This design comes from an exercise in tuning for small area, a short achievable clock period and few clock cycles per item on the open sky130 flow, not from production work. The RTL was checked by simulation tests, not by an equivalence proof against the original design.

## flow/constraint.sdc

```tcl
create_clock -name core_clock -period 4.5 [get_ports {clk}]
set_input_delay 0.9000 -clock core_clock [delete_from_list [all_inputs] [get_ports {clk}]]
set_output_delay 0.9000 -clock core_clock [all_outputs]
set_load 0.01 [all_outputs]
```

## flow/design.v

```verilog
module gcd_ctrl
	(input start				,
	input reset_n				,
	input clk					,
	input registers_equal		,
	input register_a_smaller	,
	output swap_registers		,
	output subtract_registers	,
	output done_flag			);
	enum logic [1:0] {
		TEST = 2'h0,
		SWAP = 2'h1,
		SUBT = 2'h2,
		DONE = 2'h3
	} ps, ns;
	always_ff @(posedge clk, negedge reset_n) begin
		if (~reset_n)			ps <= DONE;
		else					ps <= ns;
	end
	always_comb
		case (ps)
			DONE:	if (start)						ns = TEST;
					else							ns = DONE;
			TEST:	if (registers_equal)			ns = DONE;
					else if (register_a_smaller)	ns = SWAP;
					else 							ns = SUBT;
			SWAP:									ns = SUBT;
			SUBT:									ns = TEST;
		endcase
	assign swap_registers		= (ns == SWAP);
	assign subtract_registers	= (ns == SUBT);
	assign done_flag			= (ns == DONE && ps == TEST);
endmodule
	module gcd(	input [31:0] a_in,           
			input [31:0] b_in,           
			input start,                 
			input reset_n,               
			input clk,                   
			output reg [31:0] result,   
			output reg done);           
	logic			registers_equal		;
	logic			register_a_smaller	;
	logic			swap_registers		;
	logic			subtract_registers	;
	logic			done_flag			;
	logic	[31:0]	register_b			;
	always_ff @(posedge clk, negedge reset_n) begin
		if (~reset_n)					register_b <= 0;
		else if (start)					register_b <= b_in;
		else if (swap_registers)		register_b <= result;
	end
	always_ff @(posedge clk, negedge reset_n) begin
		if (~reset_n)					result <= 0;
		else if (start)					result <= a_in;
		else if (swap_registers)		result <= register_b;
		else if (subtract_registers)	result <= result - register_b;
	end
	always_ff @(posedge clk, negedge reset_n) begin
		if (~reset_n)					done <= 0;
		else if (done_flag)				done <= 1;
		else							done <= 0;
	end
	assign registers_equal		= (result == register_b);
	assign register_a_smaller	= (result < register_b);
	gcd_ctrl gcd_ctrl_0(
		.start					,
		.reset_n				,
		.clk					,
		.registers_equal		,
		.register_a_smaller		,
		.swap_registers			,
		.subtract_registers		,
		.done_flag				);
endmodule
```

## flow/config.mk

```make
export PLATFORM = sky130hd
export DESIGN_NAME = gcd
export DESIGN_NICKNAME = gcd
export VERILOG_FILES = /design/flow/design.v
export SDC_FILE = /design/flow/constraint.sdc
export NUM_CORES = 4
export LEC_CHECK = 0
export CAP_MARGIN = 20
export CORE_MARGIN = 2
export CORE_UTILIZATION = 40
export SLEW_MARGIN = 20
```

## flow/run.sh

```bash
#!/bin/bash
# synth_recipe.tcl (not shown) runs the flow's synth.tcl, then flattens the netlist and writes it again
# the make line also repeats each setting of config.mk as NAME=value (left out here)
make -C /OpenROAD-flow-scripts/flow DESIGN_CONFIG=/design/flow/config.mk WORK_HOME=/design/flow/orfs CLKGATE_MAP_FILE= SYNTH_SCRIPT=/design/flow/synth_recipe.tcl finish
```

==> notes.md, run 1 <==
- Time the worst path needs with I/O delays and setup: 3480 ps
- Diode count: 0
- Yosys warning count: 2
- Post-CTS setup buffers: 0
- Commonest non-fill, non-tap cell in the layout: a21oi_1
- Cell Count, Final, Fillers Out: 925
- Final slew viol count: 0
- Share of cells above drive strength 1: 0.0717
- Hold Path Sink: result[21]
- Clk pin slew, worst setup/hold paths: 60 ps
- Worst-skew pair later-pin latency: 350 ps
- Grt ovf: 0
- Cell Chain, Critical Path: inv_1, ha_1, fa_1, nor2b_1, o21bai_1, a211oi_2, nor3_2, nor2_2, o21ai_4, buf_4, nand2_1, nand2_1, o221a_1
- Post-DP HPWL: 10.6 mm
- Clock root buffer: clkbuf_16
- Crit-path max cell delay: 420 ps
- RSZ-0062 raised after global routing: false
- Post-cts sizing count: 0
- Crit-path max FO: 52
- Core Area: 12,800 um^2
- Part of the Yosys area used for sequential elements: 0.318
- Worst Skew: 8.29 ps
- Critical path class: reg -> reg
- Sink Count: 67
- Placed Area: 6380 um^2
- Hold WC Path Type: reg -> reg
- Placed cells: 909
- CP Capture Type: flop
- Slew @ Worst Pin: 981 ps
- Total GRT Usage: 0.218
- Die area: 14,100 um^2
- Slowest-stage cell, CP: fa_1
- Vias: 5,069
- Worst Path Required: 4730 ps
- Syn-to-layout area delta: 26.0%
- FF+latch count, synth: 67
- Initial Utilization: 0.414
- DRT Pass-1 Iters: 5
- Last weighted congestion value of the routability-driven placer: 0.923
- Final setup fails: 0
- CP top delay family: simple AND/OR/NAND/NOR gates
- TritonCTS buffer count: 9
- Max-Cap Viols: 0
- Element type at the critical path start: flop
- Global-route wire length before repair: 25.2 mm
- DR DRC count: 0
- Initial antenna violation count: 0
- Setup TNS: 0 ps
- Mapped Area: 5280 um^2
- R2R setup slack: 1020 ps
- Reg-to-Reg Start: result[0]
- Achievable Freq: 287 MHz
- Async SR Flop Fraction: 1.00
- CTS Buffer Depth: 2
- Largest net degree at the start of global routing: 60
- Final wirelength: 14.9 mm
- Synth Area per Inst: 7.90 um^2
- Row count: 41
- Routed WL per cell: 16.1 um
- Worst Path Arrival: 3710 ps
- Syn_nets: 769
- R2R cell count: 13
- Final worst setup slack: 1020 ps
- Layout Nets: 848
- Yosys cell types: 57
- Min Hold Slack: 541 ps
- Post-synth top flop: dfrtp_1
- Hold path depth: 2
- Hold buffer count at CTS: 0
- Outcome: complete, no violations
- Hold Fails Final Rpt: 0
- Period utilization: 0.774
- WP buf/inv: 2
- Vias per cell: 5.48
- Final Cell Area: 6650 um^2
- Pre-CTS WS: 1010 ps
- Die width: 119 um
- Starting DRT DRC Count: 247
- IO Count: 100
- Htree depth: 3
- Buffers on Ports: 99
- Most frequent cells in the layout: a21oi_1 (113), clkdlybuf4s50_1 (97), nand2_1 (95)
- Relative slew slack: 0.346
- Gate Count Post-Synth: 669
- Post-synth EDFFs: 0
- Most used cell, CP: nand2_1
- Die Ht: 119 um
- Vias in the first global route: 5,023
- CTS tree: yes
- Hold Path Origin: register_b[21]
- DRT antenna net count: 0
- Worst R2R End: result[30]
==> through the flow <==
step                 util
floorplan               -
global placement    0.499
detailed placement  0.499
CTS                 0.521
global route        0.521
finish              0.521
==> worst min-delay path: cells and delay by family, from the launching register on <==
| family | cells | cell delay [ps] |
|---|---|---|
| simple gates | 1 | 60 |
| flops | 1 | 370 |
| compound gates | 1 | 70 |
==> cell type report <==
class	count	area [um^2]
clock buffers	14	264
clock inverters	2	10.0
fillers	1224	6120
inverters	43	161
multi-input cells	521	3290
flip-flops and latches	67	1680
well taps	172	215
repair buffers	106	1040
==> routing by layer <==
layer	wire length, um	vias up	global-route usage
met3	639	11	0.0369
met4	168	0	0.0692
met1	7090	2388	0.293
met5	0	-	0
li1	-	2560	-
met2	7040	110	0.358
==> cell families after synthesis <==
| logic type | Yosys count | share of synthesized area |
|---|---|---|
| and+or+nand+nor | 190 | 0.164 |
| xor gates and xnor gates | 26 | 0.0431 |
| DFF | 67 | 0.318 |
| AOI/OAI and AO/OA | 271 | 0.330 |
| adders and majority gates | 33 | 0.0796 |
| buffers and inverters | 81 | 0.0642 |
| muxes | 1 | 0.00189 |
==> flip-flops by register name, summed over array words and instances (netlist names) <==
signal and count:
result 32, gcd_ctrl_0.ps 2, register_b 32, done 1
==> cells in the mapped netlist (11+ instances only) <==
library cell | instances | share of area
clkbuf_1 | 24 | 0.017
xor2_1 | 12 | 0.020
dfrtp_1 | 65 | 0.31
xnor2_1 | 14 | 0.023
a21oi_1 | 113 | 0.11
nand2_1 | 95 | 0.068
ha_1 | 32 | 0.076
a211oi_2 | 11 | 0.026
nor2_1 | 39 | 0.028
inv_1 | 43 | 0.031
o21ai_1 | 22 | 0.021
o21ai_0 | 34 | 0.032
==> how the worst max path moves through the flow <==
stage | start | endpoint | slack, ps | cells after the start
after floorplan | result[0] | result[12] | 1680 | 14
after global placement | result[0] | result[8] | 1070 | 13
after detailed placement | result[4] | result[8] | 1010 | 11
after CTS | result[0] | result[8] | 980 | 13
after global routing | result[25] | result[6] | 580 | 11
final | result[0] | result[30] | 1020 | 13
Testbench counts, summed over its fixed seeds: cycles 1,879,978, items 8,000.
==> run 2, diff against run 1 <==
==> flow/design.v (replaced) <==
module gcd #(parameter int CAP = 4)
	(	input [31:0] a_in,           
		input [31:0] b_in,           
		input start,                 
		input reset_n,               
		input clk,                   
		output logic [31:0] result,  
		output logic done);          
	logic	[31:0]	reg_a, reg_b;
	logic			busy;
	logic			zero_a, zero_b;      
	logic			b_even;              
	logic			finish;              
	logic	[4:0]	k;                   
	logic	[31:0]	op_a, op_b, x, gen, prop, carry, diff, mask, shifted, next_a;
	logic			sign, equal, more_twos, k_zero, shl, step;
	logic	[CAP:1]	sel;
	logic	[4:0]	k_in;
	assign op_a		= zero_a ? 32'd0 : reg_a;
	assign op_b		= zero_b ? 32'd0 : reg_b;
	assign x		= op_a ^ op_b;
	assign gen		= op_a & ~op_b;
	assign prop		= ~x;
	logic	[31:0]	pg0, pg1, pg2, pg3, pg4, pg5;    
	logic	[31:0]	pp0, pp1, pp2, pp3, pp4, pp5;    
	assign pg0 = gen;
	assign pp0 = prop;
	prefix_level #(0) u_l0 (pg0, pp0, pg1, pp1);
	prefix_level #(1) u_l1 (pg1, pp1, pg2, pp2);
	prefix_level #(2) u_l2 (pg2, pp2, pg3, pp3);
	prefix_level #(3) u_l3 (pg3, pp3, pg4, pp4);
	prefix_level #(4) u_l4 (pg4, pp4, pg5, pp5);
	assign carry	= {pg5[30:0] | pp5[30:0], 1'b1};
	assign diff		= prop ^ carry;
	assign sign		= ~(pg5[31] | pp5[31]);      
	logic	[CAP:1]	none;                
	assign none[1] = 1'b1;
	for (genvar j = 1; j <= CAP; j++) begin : g_sel
		if (j < CAP) begin : g_mid
			assign sel[j]		= none[j] & x[j];
			assign none[j+1]	= none[j] & ~x[j];
		end else begin : g_last
			assign sel[j]		= none[j];
		end
	end
	assign more_twos = (x[CAP:0] == '0);
	for (genvar i = 0; i < 32; i++) begin : g_shift
		logic [CAP:1] terms, fit;
		for (genvar j = 1; j <= CAP; j++) begin : g_term
			if (i + j <= 31) begin : g_in
				assign terms[j]	= sel[j] & diff[i + j];
				assign fit[j]	= sel[j];
			end else begin : g_out
				assign terms[j]	= 1'b0;
				assign fit[j]	= 1'b0;
			end
		end
		assign shifted[i] = |terms;
		if (i == 0) begin : g_lsb
			assign mask[i] = more_twos & ~pp5[CAP - 1];
		end else if (i + CAP <= 31) begin : g_low
			assign mask[i] = more_twos ? ~pp5[i + CAP - 1] : 1'b1;
		end else begin : g_top
			assign mask[i] = |fit;
		end
	end
	assign next_a	= shifted ^ (mask & {32{sign}});
	assign equal	= ~zero_a & ~zero_b & (x == '0);
	assign k_zero	= (k == 5'd0);
	assign done		= busy & k_zero & (finish | equal);
	assign shl		= busy & ~k_zero & (finish | equal);
	assign step		= busy & ~finish & ~equal;
	always_comb begin
		k_in = 5'd0;
		for (int i = 31; i >= 0; i--)
			if (a_in[i] | b_in[i]) k_in = 5'(i);
	end
	always_ff @(posedge clk, negedge reset_n) begin
		if (~reset_n)		busy <= 1'b0;
		else				busy <= start | (busy & ~done);
	end
	always_ff @(posedge clk) begin
		if (start) begin
			reg_a	<= a_in;
			zero_b	<= ~a_in[0];
			zero_a	<= a_in[0] & ~b_in[0];
			b_even	<= ~b_in[0];
		end else begin
			reg_a	<= next_a;
			zero_b	<= more_twos;
			zero_a	<= b_even & zero_b & ~more_twos;
			b_even	<= b_even & zero_b;
		end
	end
	always_ff @(posedge clk) begin
		if (start) begin
			reg_b	<= b_in;
			finish	<= 1'b0;
			k		<= k_in;
		end else if (shl) begin
			reg_b	<= reg_b << 1;
			finish	<= 1'b1;
			k		<= k - 5'd1;
		end else if (step & sign) begin
			reg_b	<= reg_a;
		end
	end
	assign result	= reg_b;
endmodule
module prefix_level #(parameter int L = 0)
	(	input [31:0] g_in, p_in,
		output logic [31:0] g_out, p_out);
	for (genvar i = 0; i < 32; i++) begin : g_bit
		localparam int J = ((i >> L) << L) - 1;
		localparam bit NODE = ((i >> L) % 2 == 1);
		if (NODE) begin : g_node
			assign g_out[i] = g_in[i] | p_in[i] & g_in[J];
			assign p_out[i] = p_in[i] & p_in[J];
		end else begin : g_pass
			assign g_out[i] = g_in[i];
			assign p_out[i] = p_in[i];
		end
	end
endmodule
--- a/flow/config.mk
+++ b/flow/config.mk
@@ -7,2 +7,3 @@
 export LEC_CHECK = 0
+export ABC_AREA = 1
 export CAP_MARGIN = 20
@@ -10,2 +11,3 @@
 export CORE_UTILIZATION = 40
+export SETUP_SLACK_MARGIN = 0.6
 export SLEW_MARGIN = 20
==> notes.md, run 2 <==
- RSZ-0062 raised after global routing: true
- CTS tree: yes
- IO Count: 100 (unchanged)
- Slowest-stage cell, CP: or3_1
- Placed Area: 7910 um^2 (+24%)
- Worst Skew: 4.61 ps (-3.68 ps)
- Hold WC Path Type: reg -> reg
- Die Ht: 133 um (+12%)
- Hold buffer count at CTS: 0 (unchanged)
- Worst-skew pair later-pin latency: 350 ps (about the same)
- TritonCTS buffer count: 9 (unchanged)
- Most frequent cells in the layout: nand2_1 (279), nor2_1 (146), inv_1 (120)
- Max-Cap Viols: 0 (unchanged)
- Critical path class: reg -> out
- Achievable Freq: 266 MHz (-7.4%)
- Final setup fails: 0 (unchanged)
- Time the worst path needs with I/O delays and setup: 3760 ps (+277 ps)
- Htree depth: 3 (unchanged)
- Core Area: 16,400 um^2 (+28%)
- Buffers on Ports: 99 (unchanged)
- DR DRC count: 0 (unchanged)
- Clock root buffer: clkbuf_16
- Syn-to-layout area delta: 26.6%
- Final slew viol count: 0 (unchanged)
- Post-synth top flop: edfxtp_1
- Initial antenna violation count: 0 (unchanged)
- Vias in the first global route: 6,610 (+32%)
- Routed WL per cell: 15.0 um (-6.8%)
- Global-route wire length before repair: 33.4 mm (+33%)
- Synth Area per Inst: 6.27 um^2 (-21%)
- Worst Path Required: 3600 ps (-1130 ps)
- Sink Count: 74 (+10%)
- Mapped Area: 6660 um^2 (+26%)
- Cell Chain, Critical Path: inv_2, buf_4, nand2_1, ha_1, nand2_2, nor2_4, nand2_1, inv_2, nand2_4, nor2_2, nand2_1, or3_1, nand2_2, nand2_1, nor2_1, clkbuf_2
- Layout Nets: 1,252 (+48%)
- Final wirelength: 20.7 mm (+39%)
- Vias per cell: 5.17 (-5.7%)
- CTS Buffer Depth: 2 (unchanged)
- Syn_nets: 1,163 (+51%)
- Period utilization: 0.835 (+0.0615)
- Initial Utilization: 0.406 (-0.00762)
- Clk pin slew, worst setup/hold paths: 60 ps (about the same)
- DRT Pass-1 Iters: 5 (unchanged)
- Relative slew slack: 0.368 (+0.0228)
- Setup TNS: 0 ps (unchanged)
- CP Capture Type: primary output
- Top cell type's share of synthesized area: 0.167 (-0.141)
- Most used cell, CP: nand2_1
- Crit-path max FO: 7 (-87%)
- Vias: 7,114 (+40%)
- FF+latch count, synth: 74 (+10%)
- Last weighted congestion value of the routability-driven placer: 0.939 (+1.7%)
- Slew @ Worst Pin: 947 ps (-34.2 ps)
- Post-synth EDFFs: 37 (+37)
- Largest regs: reg_a: 32 flops, reg_b: 32 flops, k: 5 flops
- Yosys warning count: 1 (-1)
- Final Cell Area: 8430 um^2 (+27%)
- Total GRT Usage: 0.235 (+0.0165)
- Yosys cell types: 55 (-3.5%)
- Die width: 133 um (+12%)
- Post-DP HPWL: 15.3 mm (+44%)
- Commonest cells in the netlist: nand2_1 (282), nor2_1 (152), inv_1 (121)
- Outcome: complete, no violations
- Async SR Flop Fraction: 0.0135 (-0.986)
- Gate Count Post-Synth: 1,062 (+59%)
- Part of the Yosys area used for sequential elements: 0.279 (-0.0391)
- Element type at the critical path start: flop
- Most frequent cell after synthesis: nand2_1
- Die area: 17,700 um^2 (+25%)
- Worst Path Arrival: 2860 ps (-850 ps)
- Starting DRT DRC Count: 522 (+110%)
- Commonest non-fill, non-tap cell in the layout: nand2_1
- Largest net degree at the start of global routing: 104 (+73%)
- Largest area contributor in the netlist: edfxtp_1
- Diode count: 0 (unchanged)
- DRT antenna net count: 0 (unchanged)
- Hold Fails Final Rpt: 0 (unchanged)
- Share of cells above drive strength 1: 0.0822 (+0.0105)
- Top post-synthesis cells by area: edfxtp_1 (17%), nand2_1 (16%), dfxtp_1 (11%)
- Grt ovf: 0 (unchanged)
- Crit-path max cell delay: 360 ps (-60 ps)
- Row count: 47 (+15%)
==> run 2: final timing paths <==
kind | startpoint | to | slack, ps | depth (start not counted)
max reg2reg | zero_b | reg_a[9] | 860 | 24
max in group asynchronous | reset_n | busy | 3720 | 1
min | finish | finish | 510 | 4
min reg2reg | finish | finish | 510 | 4
max | zero_b | done | 740 | 16
min in group asynchronous | reset_n | busy | 690 | 1
==> run 2: final cells by class <==
class / count / area [um^2]
clock buffers: 11 / 253
multi-input cells: 818 / 4300
inverters: 128 / 480
well taps: 220 / 275
fillers: 1677 / 7980
repair buffers: 120 / 1190
flip-flops and latches: 74 / 1860
clock inverters: 5 / 76.3
==> run 2: timing repair <==
item | CTS | global route
gates resized for setup | 18 | 20
setup endpoints to repair | 1 | 18
pin swaps | 1 | 2
buffers inserted | 1 | 2
cloned | 1 | 0
==> run 2: worst max-delay path: cells and delay by family (launching register included) <==
| kind | cells | cell delay [ps] |
|---|---|---|
| adders and majority gates | 1 | 350 |
| buffers and inverters | 4 | 540 |
| DFF | 1 | 330 |
| and+or+nand+nor | 11 | 1270 |
==> run 2: logic make-up (layout without fill, tap and decap cells) <==
logic type / Yosys count / in the layout / synth area share
and+or+nand+nor: 536 / 536 / 0.333
AOI/OAI and AO/OA: 230 / 230 / 0.203
buffers and inverters: 170 / 264 / 0.0984
DFF: 74 / 74 / 0.279
adders and majority gates: 34 / 34 / 0.0639
xor gates and xnor gates: 18 / 18 / 0.0237
==> run 2: metal layers <==
metal  share of wire  GRT usage  wire [um]  vias to the layer above
met5               0          0          0                        -
met4           0.014     0.0717        282                        0
met2            0.47      0.395       9700                      160
li1                -          -          -                     3698
met3           0.038     0.0249        794                       15
met1            0.48      0.318       9920                     3241
==> run 2: metrics by stage <==
step | hold slack, ps | std cells | setup WS [ps] | utilization
2_1_floorplan | 453 | 1062 | 607 | -
3_3_place_gp | 487 | 1356 | 462 | 0.482
3_5_place_dp | 491 | 1356 | 429 | 0.482
4_1_cts | 519 | 1374 | 602 | 0.508
5_1_grt | 547 | 1376 | 556 | 0.514
6_report | 514 | 1376 | 742 | 0.514
Testbench counts of run 2, summed over its fixed seeds: cycles 158,140, items 8,000.
==> run 3, diff against run 2 <==
==> flow/flow/run.sh (new file) <==
#!/bin/bash
# The standard layout, with the port buffers made of the smallest buffer
# (buf_1) instead of the default pick. Each step's full log is under
# orfs/logs/; make's own output goes to make.log here.
set -euo pipefail
export BUFFER_PORTS_ARGS="-buffer_cell sky130_fd_sc_hd__buf_1"
bash standard.sh finish > make.log 2>&1
==> flow/standard.sh (new file) <==
#!/bin/bash
# synth_recipe.tcl (not shown) runs the flow's synth.tcl, then flattens the netlist and writes it again
# the make line also repeats each setting of config.mk as NAME=value (left out here)
make -C /OpenROAD-flow-scripts/flow DESIGN_CONFIG=/design/flow/config.mk WORK_HOME=/design/flow/orfs CLKGATE_MAP_FILE= SYNTH_SCRIPT=/design/flow/synth_recipe.tcl "${@:-finish}"
removed: flow/run.sh
==> notes.md, run 3 <==
- Outcome: complete, no violations
- Relative slew slack: 0.362 (-0.00615)
- Most frequent cells in the layout: nand2_1 (277), nor2_1 (145), inv_1 (120)
- M3 GR Usage: 0.0284 (+0.00345)
- Core Area: 16,400 um^2 (unchanged)
- Worst R2R End: reg_a[9]
- Hold WC Path Type: in -> async
- Yosys warning count: 1 (unchanged)
- Worst Skew: 6.57 ps (+1.95 ps)
- IO Count: 100 (unchanged)
- Worst-skew pair later-pin latency: 350 ps (about the same)
- GR peak layer: met2
- DRT antenna net count: 0 (unchanged)
- Async SR Flop Fraction: 0.0135 (unchanged)
- CTS Buffer Depth: 2 (unchanged)
- R2R setup slack: 920 ps (+60 ps)
- Clock root buffer: clkbuf_16
- Worst setup startpoint: zero_b
- Final slew viol count: 0 (unchanged)
- DRT Pass-1 Iters: 5 (unchanged)
- R2R cell count: 24 (unchanged)
- Part of the Yosys area used for sequential elements: 0.279 (unchanged)
- Starting DRT DRC Count: 484 (-7.3%)
- Vias per cell: 5.18 (+0.18%)
- Die width: 133 um (unchanged)
- Diode count: 0 (unchanged)
- Final setup fails: 0 (unchanged)
- Xor/xnor share of the synthesized area: 0.0237 (unchanged)
- Achievable Freq: 266 MHz (-0.16%)
- Post-DP HPWL: 15.3 mm (about the same)
- RSZ-0062 raised after global routing: true
- Syn-to-layout area delta: 18.5%
- Mux cell area share after synthesis: 0 (unchanged)
- Initial Utilization: 0.406 (unchanged)
- CP Capture Type: primary output
- FF+latch count, synth: 74 (unchanged)
- Initial antenna violation count: 0 (unchanged)
- Most frequent cell after synthesis: nand2_1
- Post-synth top flop: edfxtp_1
- Htree depth: 3 (unchanged)
- Critical path class: reg -> out
- Final wirelength: 20.7 mm (+0.15%)
- Last weighted congestion value of the routability-driven placer: 0.921 (-1.8%)
- Sink Count: 74 (unchanged)
- Syn_nets: 1,163 (unchanged)
- Crit-path max FO: 15 (+8)
- Total GRT Usage: 0.237 (+0.00225)
- Row count: 47 (unchanged)
- Reg-to-Reg Start: zero_b
- Time the worst path needs with I/O delays and setup: 3760 ps (+6.10 ps)
- Grt ovf: 0 (unchanged)
- Die area: 17,700 um^2 (unchanged)
- Worst Path Arrival: 2860 ps (about the same)
- Die Ht: 133 um (unchanged)
- Gate Count Post-Synth: 1,062 (unchanged)
- Largest area contributor in the netlist: edfxtp_1
- Synth Area per Inst: 6.27 um^2 (unchanged)
- Clk pin slew, worst setup/hold paths: 60 ps (about the same)
- Vias in the first global route: 6,818 (+3.1%)
- Largest net degree at the start of global routing: 104 (unchanged)
- Top post-synthesis cells by area: edfxtp_1 (17%), nand2_1 (16%), dfxtp_1 (11%)
- Commonest cells in the netlist: nand2_1 (282), nor2_1 (152), inv_1 (121)
- Mapped Area: 6660 um^2 (unchanged)
- Yosys cell types: 55 (unchanged)
- Commonest non-fill, non-tap cell in the layout: nand2_1
- Main combinational cell family by area after synthesis: simple AND/OR/NAND/NOR gates
- Setup TNS: 0 ps (unchanged)
- GR Util met2: 0.398 (+0.00259)
- Post-Synth Simple-Gate Area: 0.333 (unchanged)
- Synth Area in Compound Gates: 0.203 (unchanged)
- Layout Nets: 1,254 (+0.16%)
- CTS tree: yes
- Post-synth EDFFs: 37 (unchanged)
- Routed WL per cell: 15.0 um (about the same)
- Fillers: 1,765 (+5.2%)
- DR DRC count: 0 (unchanged)
- Met1 Resource Use GR: 0.320 (+0.00253)
- Share of cells above drive strength 1: 0.0881 (+0.00590)
- Worst Path Required: 3600 ps (about the same)
- Buffers on Ports: 99 (unchanged)
- Period utilization: 0.836 (+0.00136)
- Slew @ Worst Pin: 957 ps (+9.23 ps)
- Element type at the critical path start: flop
- Largest regs: reg_a: 32 flops, reg_b: 32 flops, k: 5 flops
- Global-route wire length before repair: 33.7 mm (+1.1%)
- Max-Cap Viols: 0 (unchanged)
- Hold Fails Final Rpt: 0 (unchanged)
- TritonCTS buffer count: 9 (unchanged)
- Adder-Cell Fraction of Synth Area: 0.0639 (unchanged)
- Vias: 7,137 (+0.32%)
- Top cell type's share of synthesized area: 0.167 (unchanged)
run 3: per-stage QoR:
step                hold WS (ps)  instance area [um^2]  utilization  cells  setup slack, ps
floorplan                    453                  6680            -   1062              607
global route                 296                  7900        0.481   1378              543
CTS                          293                  7770        0.474   1372              615
finish                       300                  7900        0.481   1378              736
detailed placement           480                  7280        0.444   1355              522
global placement             496                  7280        0.444   1355              555
run 3: worst max-delay path by stage:
stage	to	slack [ps]	cells past startpoint
4_1_cts	done	610	15
5_1_grt	done	540	15
3_3_place_gp	done	550	14
2_1_floorplan	reg_b[0]	610	18
3_5_place_dp	done	520	16
6_report	done	740	15
run 3: layout make-up:
cell class                      instances  area (um^2)  share of cell area
Multi-Input combinational cell        818         4350               0.551
Sequential cell                        74         1860               0.235
Timing Repair Buffer                  122          587              0.0743
Inverter                              128          484              0.0613
Tap cell                              220          275              0.0349
Clock buffer                           12          267              0.0338
Clock inverter                          4         72.6             0.00919
run 3: kinds of logic after synthesis:
kind of cell             after synthesis
AO/OA/AOI/OAI                        230
flip-flops                            74
XOR/XNOR                              18
adder cells (fa/ha/maj)               34
buffers and inverters                170
AND/OR/NAND/NOR                      536
run 3: worst max-delay path, stage by stage, from the launching register on:
cell and delay, ps:
dfxtp_2 350, clkinvlp_4 80, buf_12 130, buf_12 140, nand2_1 60, ha_1 350, inv_1 100, nor3_4 220
nand2_4 110, nor2_4 130, nand2_1 90, or3_1 340, nand2_2 100, nand2_1 70, nor2_2 90, buf_2 130
run 3: metal layers:
layer  vias up  share of wire  wire [um]
met3        19          0.042        861
met1      3242           0.47       9830
met2       172           0.47       9720
met4         0          0.015        313
met5         -              0          0
li1       3704              -          -
run 3: timing repair:
action,in CTS,in global routing
resized for setup,26,13
setup endpoints to repair,33,4
setup buffers,1,6
hold buffers,0,0
pin swaps,2,7
==> run 4, diff against run 3 <==
--- a/flow/design.v
+++ b/flow/design.v
@@ -11,2 +11,3 @@
 	logic			zero_a, zero_b;      
+	logic			plus_one;            
 	logic			b_even;              
@@ -14,4 +15,4 @@
 	logic	[4:0]	k;                   
-	logic	[31:0]	op_a, op_b, x, gen, prop, carry, diff, mask, shifted, next_a;
-	logic			sign, equal, more_twos, k_zero, shl, step;
+	logic	[31:0]	op_a, op_b, x, gen, prop, carry, diff, shifted, next_a;
+	logic			c_out, sign, equal, more_twos, k_zero, shl, step;
 	logic	[CAP:1]	sel;
@@ -19,3 +20,3 @@
 	assign op_a		= zero_a ? 32'd0 : reg_a;
-	assign op_b		= zero_b ? 32'd0 : reg_b;
+	assign op_b		= zero_b ? {32{plus_one}} : reg_b;
 	assign x		= op_a ^ op_b;
@@ -33,4 +34,5 @@
 	assign carry	= {pg5[30:0] | pp5[30:0], 1'b1};
+	assign c_out	= pg5[31] | pp5[31];
 	assign diff		= prop ^ carry;
-	assign sign		= ~(pg5[31] | pp5[31]);      
+	assign sign		= ~(c_out | zero_b);
 	logic	[CAP:1]	none;                
@@ -45,5 +47,5 @@
 	end
-	assign more_twos = (x[CAP:0] == '0);
+	assign more_twos = none[CAP] & ~x[CAP];
 	for (genvar i = 0; i < 32; i++) begin : g_shift
-		logic [CAP:1] terms, fit;
+		logic [CAP:1] terms;
 		for (genvar j = 1; j <= CAP; j++) begin : g_term
@@ -51,6 +53,4 @@
 				assign terms[j]	= sel[j] & diff[i + j];
-				assign fit[j]	= sel[j];
 			end else begin : g_out
-				assign terms[j]	= 1'b0;
-				assign fit[j]	= 1'b0;
+				assign terms[j]	= sel[j] & sign;
 			end
@@ -58,11 +58,4 @@
 		assign shifted[i] = |terms;
-		if (i == 0) begin : g_lsb
-			assign mask[i] = more_twos & ~pp5[CAP - 1];
-		end else if (i + CAP <= 31) begin : g_low
-			assign mask[i] = more_twos ? ~pp5[i + CAP - 1] : 1'b1;
-		end else begin : g_top
-			assign mask[i] = |fit;
-		end
 	end
-	assign next_a	= shifted ^ (mask & {32{sign}});
+	assign next_a	= {shifted[31:1] ^ {31{sign}}, more_twos ? shifted[0] ^ sign : 1'b1};
 	assign equal	= ~zero_a & ~zero_b & (x == '0);
@@ -83,11 +76,13 @@
 		if (start) begin
-			reg_a	<= a_in;
-			zero_b	<= ~a_in[0];
-			zero_a	<= a_in[0] & ~b_in[0];
-			b_even	<= ~b_in[0];
+			reg_a		<= a_in;
+			zero_b		<= ~a_in[0];
+			zero_a		<= a_in[0] & ~b_in[0];
+			b_even		<= ~b_in[0];
+			plus_one	<= 1'b0;
 		end else begin
-			reg_a	<= next_a;
-			zero_b	<= more_twos;
-			zero_a	<= b_even & zero_b & ~more_twos;
-			b_even	<= b_even & zero_b;
+			reg_a		<= next_a;
+			zero_b		<= more_twos;
+			zero_a		<= b_even & zero_b & ~more_twos;
+			b_even		<= b_even & zero_b;
+			plus_one	<= sign & more_twos;
 		end
==> flow/flow/run.sh (replaced) <==
#!/bin/bash
# The standard layout with two changes:
#  - synthesis maps the logic with an area-oriented ABC script (abc.script
#    here, in place of ORFS's abc_area.script; ABC_AREA is 1 in config.mk),
#    leaving the sizing for timing to the placement and repair steps;
#  - the port buffers are the smallest buffer (buf_1).
# Each step's full log is under orfs/logs/; make's output goes to make.log.
set -euo pipefail
here=$(pwd)
rm -rf "$here/scripts"
cp -r "$FLOW_HOME/scripts" "$here/scripts"
chmod -R u+w "$here/scripts"
cp "$here/flow/abc.script" "$here/scripts/abc_area.script"
export SCRIPTS_DIR="$here/scripts"
export BUFFER_PORTS_ARGS="-buffer_cell sky130_fd_sc_hd__buf_1"
bash standard.sh finish > make.log 2>&1
==> flow/flow/abc.script (new file) <==
strash
&get -n
&st
&dch
&nf -a
&put
topo
stime -c
--- a/flow/config.mk
+++ b/flow/config.mk
@@ -10,4 +10,4 @@
 export CORE_MARGIN = 2
-export CORE_UTILIZATION = 40
-export SETUP_SLACK_MARGIN = 0.6
+export CORE_UTILIZATION = 60
+export SETUP_SLACK_MARGIN = 0.3
 export SLEW_MARGIN = 20
==> notes.md, run 4 <==
- Syn-to-layout area delta: 17.3%
- Yosys cell types: 43 (-22%)
- Worst-skew pair later-pin latency: 370 ps (+20 ps)
- Gate Count Post-Synth: 714 (-33%)
- Htree depth: 3 (unchanged)
- CP Capture Type: primary output
- Setup TNS: 0 ps (unchanged)
- Initial Utilization: 0.621 (+0.215)
- CTS tree: yes
- Core Area: 9280 um^2 (-43%)
- R2R setup slack: 520 ps (-400 ps)
- Clock root buffer: clkbuf_8
- Vias: 5,970 (-16%)
- Vias per cell: 6.14 (+19%)
- Cell Count, Final, Fillers Out: 972 (-29%)
- Top post-synthesis cells by area: edfxtp_1 (19%), dfxtp_1 (13%), ha_1 (7.4%)
- Initial antenna violation count: 0 (unchanged)
- DR DRC count: 0 (unchanged)
- Diode count: 0 (unchanged)
- Row count: 35 (-26%)
- Synth Area per Inst: 8.08 um^2 (+29%)
- Placed Area: 6430 um^2 (-12%)
- Die Ht: 102 um (-23%)
- Final wirelength: 17.2 mm (-17%)
- Commonest non-fill, non-tap cell in the layout: buf_1
- Async SR Flop Fraction: 0.0133 (-0.000180)
- CTS Buffer Depth: 2 (unchanged)
- Mapped Area: 5770 um^2 (-13%)
- Most frequent cells in the layout: buf_1 (98), nand2_1 (94), o21ai_0 (81)
- TritonCTS buffer count: 9 (unchanged)
- Worst Skew: 10.1 ps (+3.54 ps)
- Buffers on Ports: 99 (unchanged)
- Share of cells above drive strength 1: 0.0641 (-0.0240)
- Die width: 102 um (-23%)
- IO Count: 100 (unchanged)
- Final slew viol count: 0 (unchanged)
- DRT Pass-1 Iters: 5 (unchanged)
- Slowest-stage cell, CP: or4_4
- Post-synth EDFFs: 37 (unchanged)
- Achievable Freq: 247 MHz (-6.9%)
- Pre-CTS WS: 266 ps (-256 ps)
- Global-route wire length before repair: 27.2 mm (-19%)
- Die area: 10,400 um^2 (-41%)
- Period utilization: 0.899 (+0.0624)
- Relative slew slack: 0.290 (-0.0725)
- Sink Count: 75 (+1.4%)
- RSZ-0062 raised after global routing: true
- Top cell type's share of synthesized area: 0.193 (+0.0258)
- Part of the Yosys area used for sequential elements: 0.325 (+0.0467)
- Final setup fails: 0 (unchanged)
- Final worst setup slack: 455 ps (-281 ps)
- Crit-path max FO: 15 (unchanged)
- Syn_nets: 815 (-30%)
- FF+latch count, synth: 75 (+1.4%)
- Worst Path Required: 3600 ps (about the same)
- Total GRT Usage: 0.333 (+0.0963)
- Post-DP HPWL: 12.4 mm (-19%)
- Most frequent cell after synthesis: nand2_1
- Clk pin slew, worst setup/hold paths: 90 ps (+30 ps)
- Crit-path max cell delay: 520 ps (+170 ps)
- Hold WC Path Type: in -> async
- Outcome: complete, no violations
- Final Cell Area: 6760 um^2 (-14%)
- Cell Chain, Critical Path: and2_4, a21oi_2, ha_4, nand2_1, nor4_2, nand2_1, or4_4, nor3_4, o21ai_1, nor2_1, buf_1
- Hold buffer count at CTS: 0 (unchanged)
- Vias in the first global route: 5,665 (-17%)
- Yosys warning count: 1 (unchanged)
- Most used cell, CP: nand2_1
- Grt ovf: 0 (unchanged)
- Worst Path Arrival: 3140 ps (+280 ps)
- Hold Fails Final Rpt: 0 (unchanged)
- Last weighted congestion value of the routability-driven placer: 0.942 (+2.2%)
- Time the worst path needs with I/O delays and setup: 4040 ps (+281 ps)
- Largest net degree at the start of global routing: 74 (-29%)
- Placed cells: 951 (-30%)
- DRT antenna net count: 0 (unchanged)
- Largest area contributor in the netlist: edfxtp_1
- Routed WL per cell: 17.7 um (+18%)
- Layout Nets: 939 (-25%)
- Slew @ Worst Pin: 1070 ps (+109 ps)
- Critical path class: reg -> out
- Post-synth top flop: edfxtp_1
- Element type at the critical path start: flop
- Largest regs: reg_a: 32 flops, reg_b: 32 flops, k: 5 flops
- Max-Cap Viols: 0 (unchanged)
- Starting DRT DRC Count: 329 (-32%)
- Commonest cells in the netlist: nand2_1 (94), o21ai_0 (82), nor2_1 (73)
- Fillers: 796 (-55%)
run 4: cell type report:
type	count	area [um^2]	area share
Multi-Input combinational cell	626	3980	0.589
Sequential cell	75	1880	0.279
Timing Repair Buffer	111	482	0.0712
Tap cell	129	161	0.0239
Clock buffer	9	124	0.0183
Clock inverter	7	67.6	0.00999
Inverter	15	63.8	0.00944
run 4: per-stage QoR:
step,hold slack (ps),util
after detailed placement,512,0.693
after CTS,268,0.716
after floorplan,464,-
final,274,0.728
after global placement,479,0.693
after global routing,271,0.728
run 4: worst paths after layout:
| path | startpoint | endpoint | cells past startpoint |
|---|---|---|---|
| max | plus_one | done | 11 |
| min | reset_n | busy | 1 |
| max reg2reg | plus_one | reg_a[27] | 19 |
| min reg2reg | finish | finish | 2 |
| max in group asynchronous | reset_n | busy | 1 |
| min in group core_clock | finish | finish | 2 |
run 4: metal layers:
layer / wire length (um) / GRT usage
met5: 0 / 0
met3: 1150 / 0.0438
met1: 7420 / 0.435
met2: 8020 / 0.558
met4: 620 / 0.143
run 4: critical path: cells and delay by family (launching register included):
family | cells | cell delay [ps]
DFF | 1 | 430
AOI/OAI and AO/OA | 2 | 200
buffers and inverters | 1 | 160
and+or+nand+nor | 7 | 1600
adders and majority gates | 1 | 370
run 4: timing repair:
item | 4_1_cts | 5_1_grt
gates cloned | 1 | 1
pin swaps | 1 | 10
setup endpoints to repair | 1 | 12
buffers inserted | 0 | 3
gates resized for setup | 4 | 21
run 4: cells by family (layout without fill, tap and decap cells):
family	Yosys count	count (layout)	share of synthesized area
simple gates	258	260	0.204
compound gates	241	241	0.242
flops	75	75	0.325
xor+xnor	59	59	0.0896
fa+ha+maj	34	34	0.0738
mux	32	32	0.0558
buf+inv	15	142	0.00976
Testbench counts of run 4, summed over its fixed seeds: cycles 158,140, items 8,000.
==> run 5, diff against run 4 <==
--- a/flow/config.mk
+++ b/flow/config.mk
@@ -10,4 +10,4 @@
 export CORE_MARGIN = 2
-export CORE_UTILIZATION = 60
-export SETUP_SLACK_MARGIN = 0.3
+export CORE_UTILIZATION = 65
+export SETUP_SLACK_MARGIN = 0.35
 export SLEW_MARGIN = 20
==> notes.md, run 5 <==
- DRT Pass-1 Iters: 6 (+1)
- Initial antenna violation count: 0 (unchanged)
- CP Capture Type: primary output
- Syn-to-layout area delta: 19.5%
- Post-synth top flop: edfxtp_1
- Slew @ Worst Pin: 973 ps (-91.9 ps)
- Clk pin slew, worst setup/hold paths: 80 ps (about the same)
- Largest net degree at the start of global routing: 74 (unchanged)
- IO Count: 100 (unchanged)
- Setup TNS: 0 ps (unchanged)
- Row count: 34 (-2.9%)
- Post-synth EDFFs: 37 (unchanged)
- Vias: 6,196 (+3.8%)
- Diode count: 0 (unchanged)
- Final slew viol count: 0 (unchanged)
- Global-route wire length before repair: 28.0 mm (+2.9%)
- Gate Count Post-Synth: 714 (unchanged)
- Achievable Freq: 248 MHz (+0.25%)
- Worst-skew pair later-pin latency: 370 ps (about the same)
- Sink Count: 75 (unchanged)
- Min Hold Slack: 290 ps (+16.4 ps)
- Top routing layer in use: met4
- FF+latch count, synth: 75 (unchanged)
- Hold WC Path Type: in -> async
- Fillers: 626 (-21%)
- Layout Nets: 949 (+1.1%)
- Starting DRT DRC Count: 494 (+50%)
- Die Ht: 98.2 um (-3.8%)
- Yosys warning count: 1 (unchanged)
- Relative slew slack: 0.351 (+0.0613)
- Largest regs: reg_a: 32 flops, reg_b: 32 flops, k: 5 flops
- Vias per cell: 6.45 (+5.0%)
- Final wirelength: 18.0 mm (+4.3%)
- Top post-synthesis cells by area: edfxtp_1 (19%), dfxtp_1 (13%), ha_1 (7.4%)
- Worst Path Arrival: 3130 ps (about the same)
- Most frequent cells in the layout: buf_1 (97), nand2_1 (94), o21ai_0 (80)
- Critical path class: reg -> out
- Largest area contributor in the netlist: edfxtp_1
- Wl on met1: 7.20 mm (-2.9%)
- Synth Area per Inst: 8.08 um^2 (unchanged)
- Buffers on Ports: 99 (unchanged)
- Mapped Area: 5770 um^2 (unchanged)
- Die width: 98.2 um (-3.8%)
- Core Area: 8680 um^2 (-6.5%)
- Last weighted congestion value of the routability-driven placer: 0.934 (-0.85%)
- Vias in the first global route: 5,876 (+3.7%)
- Max-Cap Viols: 0 (unchanged)
- Worst Skew: 16.9 ps (+6.74 ps)
- Commonest cells in the netlist: nand2_1 (94), o21ai_0 (82), nor2_1 (73)
- Share of cells above drive strength 1: 0.0797 (+0.0157)
- Syn_nets: 815 (unchanged)
- Reg-to-Reg Start: zero_b
- Clock root buffer: clkbuf_8
- Part of the Yosys area used for sequential elements: 0.325 (unchanged)
- DR DRC count: 0 (unchanged)
- Element type at the critical path start: flop
- Routed WL per cell: 18.7 um (+5.5%)
- Routed length on met2: 8.50 mm (+6.0%)
- Final setup fails: 0 (unchanged)
- Crit-path max FO: 9 (-6)
- RSZ-0062 raised after global routing: true
- Async SR Flop Fraction: 0.0133 (unchanged)
- Period utilization: 0.897 (-0.00220)
- Post-DP HPWL: 12.3 mm (-0.93%)
- Worst Path Required: 3600 ps (about the same)
- TritonCTS buffer count: 9 (unchanged)
- Total GRT Usage: 0.355 (+0.0211)
- Time the worst path needs with I/O delays and setup: 4030 ps (-9.91 ps)
- DRT antenna net count: 0 (unchanged)
- R2R setup slack: 520 ps (about the same)
- Die area: 9640 um^2 (-7.4%)
- Top cell type's share of synthesized area: 0.193 (unchanged)
- Met3 WL post-DR: 1.77 mm (+54%)
- CTS Buffer Depth: 2 (unchanged)
- Grt ovf: 0 (unchanged)
- Outcome: complete, no violations
- Most frequent cell after synthesis: nand2_1
- Commonest non-fill, non-tap cell in the layout: buf_1
- Hold Fails Final Rpt: 0 (unchanged)
- CTS tree: yes
- Yosys cell types: 43 (unchanged)
- Worst setup startpoint: zero_b
- Htree depth: 3 (unchanged)
- Initial Utilization: 0.665 (+0.0433)
run 5: routing by layer:
layer / up-vias / GRT usage
li1: 2906 / -
met1: 2842 / 0.469
met2: 393 / 0.590
met3: 55 / 0.0630
met4: 0 / 0.118
met5: - / 0
run 5: through the flow:
step	setup WS, ps	instances	instance area [um^2]	util
5_1_grt	322	961	6890	0.794
3_5_place_dp	318	929	6400	0.738
2_1_floorplan	369	714	5830	-
6_report	465	961	6890	0.794
4_1_cts	379	948	6710	0.773
3_3_place_gp	405	929	6400	0.738
run 5: path summary, 6_finish.rpt:
kind                        endpoint  cells after the start
min                             busy                      1
max in group asynchronous       busy                      1
min in group core_clock       finish                      2
max reg2reg                reg_a[20]                     21
min reg2reg                   finish                      2
max                             done                     10
run 5: what timing repair did:
action / 4_1_cts / 5_1_grt
pin swaps: 1 / 13
setup endpoints to repair: 4 / 43
resized for setup: 5 / 20
hold buffers: 0 / 0
setup buffers: 1 / 12
cloned: 2 / 1
run 5: cell type report:
class	count	area [um^2]	area share
Inverter	15	68.8	0.00999
Timing Repair inverter	1	8.76	0.00127
Tap cell	108	135	0.0196
Sequential cell	75	1880	0.273
Clock inverter	6	138	0.0200
Timing Repair Buffer	120	554	0.0804
Clock buffer	10	128	0.0185
Multi-Input combinational cell	626	3980	0.577
run 5: cells by family (layout without fill, tap and decap cells):
logic type	count (synthesis)	in the layout	synth area share
adder cells (fa/ha/maj)	34	34	0.0738
buffers and inverters	15	152	0.00976
flip-flops	75	75	0.325
multiplexers	32	32	0.0558
XOR/XNOR	59	59	0.0896
AO/OA/AOI/OAI	241	241	0.242
AND/OR/NAND/NOR	258	260	0.204
run 5: worst max-delay path, stage by stage (launching register included):
cell and delay [ps]:
dfxtp_4 460, and2_4 250, buf_4 190, a21oi_1 70
ha_1 380, nand4_1 220, or4_4 620, nor3_4 250
o21ai_2 100, nor2_1 90, clkbuf_2 140
==> run 6, diff against run 5 <==
--- a/flow/design.v
+++ b/flow/design.v
@@ -12,3 +12,2 @@
 	logic			plus_one;            
-	logic			b_even;              
 	logic			finish;              
@@ -79,3 +78,2 @@
 			zero_a		<= a_in[0] & ~b_in[0];
-			b_even		<= ~b_in[0];
 			plus_one	<= 1'b0;
@@ -84,4 +82,3 @@
 			zero_b		<= more_twos;
-			zero_a		<= b_even & zero_b & ~more_twos;
-			b_even		<= b_even & zero_b;
+			zero_a		<= ~reg_b[0] & zero_b & ~more_twos;    
 			plus_one	<= sign & more_twos;
--- a/flow/config.mk
+++ b/flow/config.mk
@@ -10,4 +10,4 @@
 export CORE_MARGIN = 2
-export CORE_UTILIZATION = 65
-export SETUP_SLACK_MARGIN = 0.35
+export CORE_UTILIZATION = 60
+export SETUP_SLACK_MARGIN = 0.3
 export SLEW_MARGIN = 20
==> notes.md, run 6 <==
- Top post-synthesis cells by area: edfxtp_1 (20%), dfxtp_1 (13%), ha_1 (7.5%)
- Final Cell Area: 6770 um^2 (-1.7%)
- Die width: 101 um (+3.3%)
- CP Capture Type: primary output
- Worst Path Required: 3600 ps (about the same)
- Share of cells above drive strength 1: 0.0698 (-0.00990)
- Buffers on Ports: 99 (unchanged)
- Htree depth: 3 (unchanged)
- Part of the Yosys area used for sequential elements: 0.326 (+0.000632)
- Hold WC Path Type: in -> async
- Most frequent cell after synthesis: nand2_1
- Crit-path max cell delay: 520 ps (-100 ps)
- Vias per cell: 6.11 (-5.2%)
- Syn_nets: 809 (-0.74%)
- Yosys warning count: 1 (unchanged)
- Worst Skew: 13.8 ps (-3.07 ps)
- FF+latch count, synth: 74 (-1.3%)
- DRT antenna net count: 0 (unchanged)
- CTS Buffer Depth: 2 (unchanged)
- Yosys cell types: 37 (-14%)
- Clock root buffer: clkbuf_8
- Vias in the first global route: 5,450 (-7.2%)
- Cell Chain, Critical Path: and2_4, buf_8, a21oi_1, ha_1, nand4_1, nor3_2, nand2_1, or4_4, nor3_4, o21ai_1, nor2_1, clkbuf_2
- DRT Pass-1 Iters: 5 (-1)
- CP top delay family: simple AND/OR/NAND/NOR gates
- Post-synth EDFFs: 37 (unchanged)
- Final slew viol count: 0 (unchanged)
- R2R cell count: 19 (-9.5%)
- Core Area: 9240 um^2 (+6.5%)
- Vias: 5,956 (-3.9%)
- Final worst setup slack: 454 ps (-11.0 ps)
- Slew @ Worst Pin: 732 ps (-242 ps)
- Initial Utilization: 0.616 (-0.0483)
- Slowest-stage cell, CP: or4_4
- Most frequent cells in the layout: buf_1 (97), nand2_1 (89), nor2_1 (80)
- Mapped Area: 5690 um^2 (-1.3%)
- CTS tree: yes
- Die area: 10,300 um^2 (+6.7%)
- Synth Area per Inst: 8.04 um^2 (-0.42%)
- Time the worst path needs with I/O delays and setup: 4050 ps (+11.0 ps)
- Die Ht: 101 um (+3.3%)
- Hold buffer count at CTS: 0 (unchanged)
- Outcome: complete, no violations
- Grt ovf: 0 (unchanged)
- Max-Cap Viols: 0 (unchanged)
- Worst Path Arrival: 3150 ps (+20 ps)
- Post-synth top flop: edfxtp_1
- Commonest cells in the netlist: nand2_1 (89), nor2_1 (81), o21ai_0 (76)
- Period utilization: 0.899 (+0.00244)
- RSZ-0062 raised after global routing: false
- Placed Area: 6470 um^2 (+1.1%)
- Element type at the critical path start: flop
- Clk pin slew, worst setup/hold paths: 80 ps (about the same)
- TritonCTS buffer count: 9 (unchanged)
- Final wirelength: 16.9 mm (-6.0%)
- Commonest non-fill, non-tap cell in the layout: buf_1
- Gate Count Post-Synth: 708 (-0.84%)
- IO Count: 100 (unchanged)
- DR DRC count: 0 (unchanged)
- Hold Fails Final Rpt: 0 (unchanged)
- Largest net degree at the start of global routing: 81 (+9.5%)
- Last weighted congestion value of the routability-driven placer: 0.988 (+5.8%)
- Async SR Flop Fraction: 0.0135 (+0.000180)
- Worst-skew pair later-pin latency: 360 ps (about the same)
- Top cell type's share of synthesized area: 0.195 (+0.00246)
- Routed WL per cell: 17.3 um (-7.2%)
- Largest area contributor in the netlist: edfxtp_1
- Row count: 35 (+2.9%)
- Final setup fails: 0 (unchanged)
- Crit-path max FO: 16 (+7)
- Reg-to-Reg Start: zero_b
- Largest regs: reg_a: 32 flops, reg_b: 32 flops, k: 5 flops
- Diode count: 0 (unchanged)
- Worst R2R End: reg_a[21]
- Achievable Freq: 247 MHz (-0.27%)
- Layout Nets: 941 (-0.84%)
- Setup TNS: 0 ps (unchanged)
- Critical path class: reg -> out
- Post-DP HPWL: 12.4 mm (+0.54%)
- Syn-to-layout area delta: 19.0%
- Worst setup startpoint: zero_b
- WP buf/inv: 2 (unchanged)
- Starting DRT DRC Count: 560 (+13%)
- Sink Count: 74 (-1.3%)
- R2R setup slack: 560 ps (+40 ps)
- Total GRT Usage: 0.333 (-0.0215)
- Global-route wire length before repair: 26.8 mm (-4.3%)
- Relative slew slack: 0.512 (+0.161)
- Pre-CTS WS: 359 ps (+40.7 ps)
- Initial antenna violation count: 0 (unchanged)
==> run 6: changes by cell type after synthesis, sizes merged, moves of 3 or more <==
| cell | previous run | this run |
|---|---|---|
| nor2 | 73 | 81 |
| a221oi | 3 | 0 |
| xnor2 | 23 | 17 |
| a21oi | 69 | 62 |
| nand2 | 94 | 89 |
| xor2 | 36 | 43 |
| o22ai | 42 | 59 |
| o21ai | 82 | 76 |
==> run 6: cell type report <==
cell class / count / area (um^2)
flip-flops and latches: 74 / 1860
fillers: 716 / 2470
clock buffers: 9 / 124
inverters: 14 / 57.6
repair buffers: 121 / 611
multi-input cells: 620 / 3890
clock inverters: 7 / 68.8
well taps: 129 / 161
==> run 6: per-stage QoR <==
stage / util / cells / hold slack, ps
finish: 0.733 / 974 / 306
global route: 0.733 / 974 / 304
CTS: 0.722 / 970 / 302
detailed placement: 0.701 / 954 / 481
global placement: 0.701 / 954 / 475
floorplan: - / 708 / 458
==> run 6: logic make-up (layout without fill, tap and decap cells) <==
group                    Yosys count  count (layout)  share of synthesized area
AND/OR/NAND/NOR                  261             261                      0.208
AO/OA/AOI/OAI                    234             234                      0.235
flip-flops                        74              74                      0.326
XOR/XNOR                          60              60                     0.0923
adder cells (fa/ha/maj)           34              34                     0.0747
multiplexers                      31              31                     0.0545
buffers and inverters             14             151                    0.00923
==> run 6: layer usage <==
metal  up-vias  share of wire  track usage
met5         -              0            0
met4         0          0.022       0.0998
met3        40          0.098       0.0504
met2       322           0.45        0.523
met1      2708           0.44        0.476
li1       2886              -            -
==> run 6: worst max-delay path by stage <==
stage / endpoint / slack (ps) / depth (start not counted)
6_report: done / 450 / 12
5_1_grt: k[0] / 280 / 18
4_1_cts: done / 320 / 12
3_5_place_dp: k[0] / 360 / 17
3_3_place_gp: k[0] / 480 / 17
2_1_floorplan: reg_b[0] / 310 / 13
==> run 6: repair_timing <==
action,4_1_cts,5_1_grt
setup buffers,0,4
setup endpoints to repair,1,14
endpoints found under the hold margin,0,0
gates resized for setup,2,18
pin swaps,0,6
Testbench counts of run 6, summed over its fixed seeds: cycles 158,140, items 8,000.
==> run 7, diff against run 6 <==
--- a/flow/flow/run.sh
+++ b/flow/flow/run.sh
@@ -1,3 +1,3 @@
 #!/bin/bash
-# The standard layout with two changes:
+# The standard layout with three changes:
 #  - synthesis maps the logic with an area-oriented ABC script (abc.script
@@ -5,3 +5,4 @@
 #    leaving the sizing for timing to the placement and repair steps;
-#  - the port buffers are the smallest buffer (buf_1).
+#  - the port buffers are the smallest buffer (buf_1);
+#  - clock tree synthesis inserts no dummy loads.
 # Each step's full log is under orfs/logs/; make's output goes to make.log.
@@ -15,2 +16,3 @@
 export BUFFER_PORTS_ARGS="-buffer_cell sky130_fd_sc_hd__buf_1"
+export CTS_ARGS="-sink_clustering_enable -repair_clock_nets -dont_use_dummy_load"
 bash standard.sh finish > make.log 2>&1
==> notes.md, run 7 <==
- Top cell type's share of synthesized area: 0.195 (unchanged)
- Slowest-stage cell, CP: or4_4
- Hold WC Path Type: in -> async
- Sink Count: 74 (unchanged)
- Worst-skew pair later-pin latency: 350 ps (about the same)
- Largest regs: reg_a: 32 flops, reg_b: 32 flops, k: 5 flops
- Cell Chain, Critical Path: and2_4, buf_6, a21oi_1, ha_1, nand2_1, nor2_2, nand3_2, or4_4, nor3_4, o21ai_1, nor2_1, clkbuf_2
- Post-synth EDFFs: 37 (unchanged)
- CTS Buffer Depth: 2 (unchanged)
- Worst Path Arrival: 3210 ps (+60 ps)
- WP buf/inv: 2 (unchanged)
- Synth Area per Inst: 8.04 um^2 (unchanged)
- Mapped Area: 5690 um^2 (unchanged)
- Layout Nets: 941 (unchanged)
- Element type at the critical path start: flop
- Pre-CTS WS: 359 ps (unchanged)
- Die area: 10,300 um^2 (unchanged)
- Crit-path max FO: 10 (-6)
- Outcome: complete, no violations
- TritonCTS buffer count: 9 (unchanged)
- CP Capture Type: primary output
- Critical path class: reg -> out
- Worst Skew: 26.3 ps (+12.5 ps)
- Post-DP HPWL: 12.4 mm (unchanged)
- Async SR Flop Fraction: 0.0135 (unchanged)
- Worst setup startpoint: zero_b
- Max-Cap Viols: 0 (unchanged)
- Starting DRT DRC Count: 534 (-4.6%)
- Commonest cells in the netlist: nand2_1 (89), nor2_1 (81), o21ai_0 (76)
- Relative slew slack: 0.498 (-0.0140)
- Crit-path max cell delay: 580 ps (+60 ps)
- Total GRT Usage: 0.330 (-0.00305)
- Most frequent cells in the layout: buf_1 (97), nand2_1 (89), nor2_1 (80)
- RSZ-0062 raised after global routing: false
- CTS tree: yes
- Part of the Yosys area used for sequential elements: 0.326 (unchanged)
- Period utilization: 0.912 (+0.0134)
- Die width: 101 um (unchanged)
- Reg-to-Reg Start: zero_b
- Setup TNS: 0 ps (unchanged)
- Grt ovf: 0 (unchanged)
- Initial Utilization: 0.616 (unchanged)
- Largest area contributor in the netlist: edfxtp_1
- Final slew viol count: 0 (unchanged)
- Syn_nets: 809 (unchanged)
- Gate Count Post-Synth: 708 (unchanged)
- Final setup fails: 0 (unchanged)
- IO Count: 100 (unchanged)
- Initial antenna violation count: 0 (unchanged)
- Yosys warning count: 1 (unchanged)
- Vias in the first global route: 5,379 (-1.3%)
- Clk pin slew, worst setup/hold paths: 70 ps (about the same)
- Vias per cell: 6.09 (-0.44%)
- Row count: 35 (unchanged)
- Worst Path Required: 3600 ps (about the same)
- Core Area: 9240 um^2 (unchanged)
- Diode count: 0 (unchanged)
- Syn-to-layout area delta: 17.7%
- DRT Pass-1 Iters: 6 (+1)
- Yosys cell types: 37 (unchanged)
- Slew @ Worst Pin: 753 ps (+21.0 ps)
- CP top delay family: simple AND/OR/NAND/NOR gates
- Clock root buffer: clkbuf_8
- Largest net degree at the start of global routing: 81 (unchanged)
- Vias: 5,887 (-1.2%)
- Die Ht: 101 um (unchanged)
- Final worst setup slack: 394 ps (-60.4 ps)
- Htree depth: 3 (unchanged)
- Hold Fails Final Rpt: 0 (unchanged)
- FF+latch count, synth: 74 (unchanged)
- Final Util: 0.725 (-0.00785)
- Achievable Freq: 244 MHz (-1.5%)
- Top post-synthesis cells by area: edfxtp_1 (20%), dfxtp_1 (13%), ha_1 (7.5%)
- Time the worst path needs with I/O delays and setup: 4110 ps (+60.4 ps)
- DRT antenna net count: 0 (unchanged)
- Final wirelength: 16.8 mm (-0.37%)
- Most frequent cell after synthesis: nand2_1
- Post-synth top flop: edfxtp_1
- Commonest non-fill, non-tap cell in the layout: buf_1
- Buffers on Ports: 99 (unchanged)
- DR DRC count: 0 (unchanged)
- Last weighted congestion value of the routability-driven placer: 0.988 (unchanged)
- Share of cells above drive strength 1: 0.0632 (-0.00658)
- Global-route wire length before repair: 26.5 mm (-0.83%)
- Routed WL per cell: 17.4 um (+0.35%)
-- run 7: cells by family after synthesis --
family                   after synthesis  share of synthesized area
buffers and inverters                 14                    0.00923
adder cells (fa/ha/maj)               34                     0.0747
flip-flops                            74                      0.326
XOR/XNOR                              60                     0.0923
multiplexers                          31                     0.0545
AO/OA/AOI/OAI                        234                      0.235
AND/OR/NAND/NOR                      261                      0.208
-- run 7: layout make-up --
type                    count  area (um^2)
clock buffers               9          124
fillers                   726         2540
repair buffers            121          607
well taps                 129          161
flip-flops and latches     74         1860
multi-input cells         620         3890
inverters                  14         57.6
-- run 7: repair_timing --
action / 4_1_cts / 5_1_grt
hold endpoints to repair: 0 / 0
buffers inserted: 0 / 4
pin swaps: 0 / 7
cloned: 0 / 0
hold buffers: 0 / 0
gates resized for setup: 2 / 17
setup endpoints to repair: 1 / 14
-- run 7: routing by layer --
metal  vias up  part of all wire  GRT usage
met5         -                 0          0
met4         0             0.015     0.0925
met3        35              0.10     0.0449
met2       323              0.45      0.520
met1      2652              0.43      0.476
li1       2877                 -          -
-- run 7: through the flow --
step / std cells / instance area, um^2 / hold WS (ps)
2_1_floorplan: 708 / 5750 / 458
3_3_place_gp: 954 / 6470 / 475
3_5_place_dp: 954 / 6470 / 481
4_1_cts: 963 / 6600 / 313
5_1_grt: 967 / 6700 / 317
6_report: 967 / 6700 / 317
-- run 7: path summary, 6_finish.rpt --
path	depth (start not counted)	slack [ps]	endpoint
worst max-delay path	12	390	done
worst min-delay path	1	320	busy
worst max register to register	19	580	reg_a[21]
worst min register to register	2	510	finish
max in group asynchronous	1	4080	busy
min in group core_clock	2	510	finish

static timing again, ports no longer ideal:
Ports are ideal in the flow. The routed layouts listed here were re-timed in OpenROAD.
Step 1: set_driving_cell puts a clkbuf_16 on clk and a buf_2 on each other input, an assumption about the parent block.
Step 2, shift: input delay + t, output delay - t, t = (earliest + latest rising clock arrival at the registers) / 2. This alone moves slack from input paths to output paths.
Three values: ideal, step 1, step 2; two values: the first two.
run | shift t [ns] | slack for setup (ns) | worst setup path at the end | worst slew at a driven data input, ns
run 1 | 0.383 | 1.019 / 1.019 / 1.019 | register to register | 0.04
run 2 | 0.390 | 0.742 / 0.696 / 0.850 | input to register | 0.04
run 3 | 0.392 | 0.736 / 0.693 / 0.920 | register to register | 0.03
run 4 | 0.400 | 0.455 / 0.418 / 0.161 | input to register | 0.04
run 5 | 0.393 | 0.465 / 0.430 / 0.151 | input to register | 0.04
run 6 | 0.381 | 0.454 / 0.422 / 0.237 | input to register | 0.03
run 7 | 0.374 | 0.394 / 0.361 / 0.248 | input to register | 0.03
After both steps setup and hold are still met in every run listed. For run 5, which loses most, drivers alone change the setup slack by -0.035 ns; drivers and shift together by -0.314 ns.
